This is an optimization exercise on Yosys and OpenROAD, whose aim is small area and a short achievable clock period, not a production implementation. Only simulation tests tie the RTL to the original design; equivalence was not proved.

## flow/design.v (module list and top-level ports; edited modules follow where they fit)
// module order_book_poc: 32 lines
// module hw_feature_engine: 2045 lines
// module fpga_inference_engine: 7 lines
// module fpga_trading_core: 57 lines
module fpga_trading_core (
    input  wire        clk,
    input  wire        rst_n,
    input  wire        market_data_valid,
    input  wire [31:0] market_data_price,
    input  wire [31:0] market_data_size,
    input  wire [1:0]  market_data_type,  
    output reg         send_order,
    output wire [31:0] best_bid_price,
    output wire [31:0] best_bid_size,
    output wire [31:0] best_ask_price,
    output wire [31:0] best_ask_size,
    output wire [15:0] book_imbalance_fixed,
    output wire [7:0]  trade_intensity,
    output wire        ai_prediction
);
  // ...
==> flow/flow/run.sh <==
#!/bin/bash
# The standard layout (bash standard.sh), with these settings passed to its make:
#  - the port buffers are buf_1 cells;
#  - clock tree: clkbuf_8 cells, sink clusters of up to 16 flip-flops, no dummy loads.
# The make output goes to standard_flow.log; each tool's log is under orfs/logs/.
set -euo pipefail
MARGIN=254
bash standard.sh \
  "BUFFER_PORTS_ARGS=-buffer_cell sky130_fd_sc_hd__buf_1" \
  SETUP_SLACK_MARGIN=$MARGIN \
  "CTS_ARGS=-sink_clustering_enable -repair_clock_nets -buf_list sky130_fd_sc_hd__clkbuf_8 -sink_clustering_size 16 -sink_clustering_max_diameter 50 -dont_use_dummy_load" \
  finish > standard_flow.log 2>&1
==> flow/standard.sh <==
#!/bin/bash
# synth_recipe.tcl (not shown) runs the flow's synth.tcl, then flattens the netlist and writes it again
# the make line also repeats each setting of config.mk as NAME=value (left out here)
make -C /OpenROAD-flow-scripts/flow DESIGN_CONFIG=/design/flow/config.mk WORK_HOME=/design/flow/orfs CLKGATE_MAP_FILE= SYNTH_SCRIPT=/design/flow/synth_recipe.tcl "${@:-finish}"
==> flow/config.mk <==
export PLATFORM = sky130hd
export DESIGN_NAME = fpga_trading_core
export DESIGN_NICKNAME = fpga_trading_core
export VERILOG_FILES = /design/flow/design.v
export SDC_FILE = /design/flow/constraint.sdc
export NUM_CORES = 4
export LEC_CHECK = 0
export CAP_MARGIN = 20
export CORE_MARGIN = 2
export CORE_UTILIZATION = 55
export SLEW_MARGIN = 20
export SYNTH_HIERARCHICAL = 1
==> flow/constraint.sdc <==
create_clock -name core_clock -period 320.0 [get_ports {clk}]
set_input_delay 64.0000 -clock core_clock [delete_from_list [all_inputs] [get_ports {clk}]]
set_output_delay 64.0000 -clock core_clock [all_outputs]
set_load 0.01 [all_outputs]
==> run notes, run 1 <==
status finished clean; Post-Layout Cell Count 3846; worst hold slack 478.4 ps; Seq area share 20.94%; # hold bufs at CTS 0; worst path bufs/invs 1; r2r startpoint feature_engine.pend_book; initial antenna violation count 2; num sequential 296; Worst Setup EP ai_prediction; Final WS setup 254000 ps; unrepaired setup endpoints after global routing true; clkbuf count 37; vias per cell 5.418; Synth top cells by count fa_1, inv_1, xnor2_1, dfrtp_1, mux2_2; die width 245.1 µm; Layout area overhead 8.900%; Finished Core Util 60.48%; slowest CP cell dfrtp_1; largest family of logic cells by synthesized area adder cells; Max-cap violations 0; xor/xnor share of the synthesized area 13.95%; total number of vias 20840; Data buffer area share 3.923%; Worst R2R End feature_engine.book_imbalance[0]; Compound-Gate Fraction of Synth Area 4.894%; placed instance count 3794; CTS clk-pin slew, worst paths 80 ps; multi-input combinational area share 65.48%; synth unique cells 94; drt total wl 78580 µm; DRC 0; GR peak layer met2; Iteration-0 DRC Markers 965; Final Hold Viols 0; worst-case clock skew 80.00 ps; critical path class flip-flop to output pin; wl on met1 34770 µm
==> inputs of run 2 (changes only) <==
--- a/flow/config.mk
+++ b/flow/config.mk
@@ -7,6 +7,6 @@
 export LEC_CHECK = 0
 export CAP_MARGIN = 20
 export CORE_MARGIN = 2
-export CORE_UTILIZATION = 55
+export CORE_UTILIZATION = 40
 export SLEW_MARGIN = 20
 export SYNTH_HIERARCHICAL = 1
==> run notes, run 2 <==
Synth Area per Inst 11.19 µm² (unchanged); Root Buffer clkbuf_8 (unchanged); ys async rst share 89.19% (unchanged); # fillers 7631 (was 4831); Fmax 15.15 MHz (about the same); Synth top cells by count fa_1, inv_1, xnor2_1, dfrtp_1, mux2_2 (unchanged); total number of vias 20490 (was 20840); largest cells by area after synthesis fa_1, dfrtp_1, xnor2_1 (unchanged); GP Congestion 0.8459 (was 0.9073); Slew headroom 26.44% (was 28.11%); fin. max-slew vios 0 (unchanged); initial antenna violation count 3 (was 2); Iteration-0 DRC Markers 1012 (was 965); remaining global-route overflow 0 (unchanged); worst-case clock skew 100.2 ps (was 80.00 ps); first-pass GRT wire length 125400 µm (was 128600 µm); path category of the worst min-delay check flip-flop to flip-flop (unchanged); drt total wl 75070 µm (was 78580 µm); synth unique cells 94 (unchanged); CP endpoint kind output pin (unchanged); Mapped Cells 2859 (unchanged); critical path class flip-flop to output pin (unchanged); FF-to-FF setup slack 258650 ps (was 257380 ps); die width 286.8 µm (was 245.1 µm); PortBufs 217 (unchanged); row cnt 103 (was 88); setup TNS 0 ps (unchanged); Final Cycle Share 20.62% (about the same); largest net degree at the start of global routing 174 (was 69); starting utilization of the core area 40.42% (was 55.54%); detailed-placement wirelength estimate 62380 µm (was 64610 µm); NumNets Final 3791 (was 3797); status finished clean (unchanged); Ports 223 (unchanged); most frequent cell after synthesis fa_1 (unchanged); sequential element share of the synthesized area 22.79% (unchanged); # H-tree levels 2 (unchanged); drt wl/cell 18.19 µm (was 20.43 µm); Detail Route Antenna Nets 0 (unchanged); worst hold slack 474.1 ps (was 478.4 ps); DRC 0 (unchanged); Synth area leader fa_1 (unchanged); CP arrival 1990 ps (was 2000 ps); TritonCTS buffer count 38 (was 37); WP data required 256000 ps (about the same); area of the multi-input gates 22760 µm² (was 22810 µm²); Final Hold Viols 0 (unchanged); Max-cap violations 0 (unchanged); Worst-Skew Late Latency 620 ps (about the same); vias per cell 4.964 (was 5.418); # hold bufs at CTS 0 (unchanged); Sequential cell area 7295 µm² (unchanged); Layout area overhead 9.632% (was 8.900%); EDFF count, synth 0 (unchanged); Top Registers feature_engine.bid_s: 48 flops, feature_engine.tot_vol: 48 flops (unchanged); GRT Total Usage 19.19% (was 27.45%); Final min period 65990 ps (was 66000 ps); Main synth FF type dfrtp_1 (unchanged); synthesized area 31980 µm² (unchanged); Core Area 79130 µm² (was 57590 µm²); CTS clk-pin slew, worst paths 90 ps (was 80 ps); Yosys reg bits 296 (unchanged); CTS sink cnt 296 (unchanged); share of layout cells above drive strength 1 10.67% (was 10.91%); leading cell type in the layout, fill and taps excluded fa_1 (unchanged); Worst Tran Pin Value 1101 ps (was 1051 ps); first-pass detailed-route iteration total 8 (was 5); Bufs on Longest Clock Path 3 (unchanged); startpoint types flip-flop (unchanged); CTS tree yes (unchanged); unrepaired setup endpoints after global routing true (unchanged); die height 286.8 µm (was 245.1 µm); area share of the largest cell type after synthesis 34.49% (unchanged); critical path fanouts, max 8 (was 3); die area 82230 µm² (was 60090 µm²); final setup fails 0 (unchanged); Synth warnings 9 (unchanged); most frequent cells in the layout fa_1, inv_1, xnor2_1, dfrtp_1, buf_1 (unchanged); vias in the first global route 22370 (was 23220)
-- run 2: cell families after synthesis --
family	Yosys count	synth area share, %
compound gates	221	4.894
xor+xnor	499	13.95
fa+ha+maj	657	38.55
buf+inv	603	7.500
flops	296	22.79
mux	130	4.577
other cells	1	0.01173
simple gates	452	7.719
-- run 2: routing by layer --
layer  vias to the layer above  track usage, %  share of wire, %  routed length, µm
li1                       9463               -                 -                  -
met1                     10620           26.79                46              34680
met2                       338           32.31                49              36430
met3                        63           2.719               4.1               3069
met4                         0           3.151               1.2                898
met5                         -               0                 0                  0
-- run 2: worst paths after layout --
path                                                   start                               end  cells past startpoint
min in group asynchronous                              rst_n          feature_engine.bid_s[41]                      1
hold / removal                      feature_engine.bid_s[47]          feature_engine.bid_s[47]                      1
hold reg to reg                     feature_engine.bid_s[47]          feature_engine.bid_s[47]                      1
setup / recovery           feature_engine.trade_intensity[3]                     ai_prediction                      5
max in group asynchronous                              rst_n  feature_engine.book_imbalance[9]                      3
setup reg to reg                    feature_engine.pend_book  feature_engine.book_imbalance[0]                    212
-- run 2: cell type report --
type	instances	share of cell area [%]
Antenna cell	3	0.02141
Clock buffer	38	1.492
Inverter	504	5.396
Multi-Input combinational cell	1964	64.90
Sequential cell	296	20.80
Tap cell	1050	3.747
Timing Repair Buffer	272	3.640
-- run 2: stage by stage --
step / instances / setup WS [ps] / utilization (%) / instance area (µm²)
5_1_grt: 4125 / 253910 / 44.30 / 35060
3_5_place_dp: 4080 / 253330 / 43.52 / 34440
2_1_floorplan: 2863 / 253980 / - / 32330
6_report: 4127 / 254010 / 44.31 / 35060
3_3_place_gp: 4080 / 253370 / 43.52 / 34440
4_1_cts: 4120 / 253950 / 44.22 / 34990
-- run 2: critical path, cell delays in order (launching register included) --
cell	delay (ps)
dfrtp_2	440
o211a_1	190
nor4_2	40
buf_4	200
a211oi_4	290
clkbuf_2	200
-- run 2: modules after synthesis, one instance, submodules excluded --
module,cells,copies in the design,cell area [µm²],flip-flops and latches
hw_feature_engine,2265,1,24540,167
fpga_inference_engine,11,1,88.84,0
fpga_trading_core,86,1,902.1,1
order_book_poc,497,1,6447,128
-- run 2: repair_timing --
action | in CTS | in global routing
hold endpoints to repair | 0 | 0
setup endpoints to repair | 7 | 89
pin swaps | 1 | 0
resized for setup | 6 | 12
setup buffers | 2 | 4

separate check: timing with driven ports:
The results above use ideal ports. As a check the final layouts listed here were re-extracted and re-timed, cells and wires unchanged.
Step 1 sets driving cells, clkbuf_16 on the clock port and buf_2 on the other inputs (assumed; they add their load-dependent delay and slew).
Step 2 times the ports against the registers' clock, not the clock port: input delays grow and output delays shrink by t, the midpoint of the rising clock arrivals with the driver on.
Three values: ideal, step 1, step 2; two values: the first two.
| run | t, ns | slack for setup (ns) | worst setup path after step 2 |
|---|---|---|---|
| run 1 | 0.644 | 254.002 / 253.943 / 253.452 | input to register |
| run 2 | 0.627 | 254.006 / 253.948 / 253.485 | input to register |
After both steps setup and hold are still met in every run listed. For run 1, which loses most, drivers alone change the setup slack by -0.059 ns; drivers and shift together by -0.550 ns.
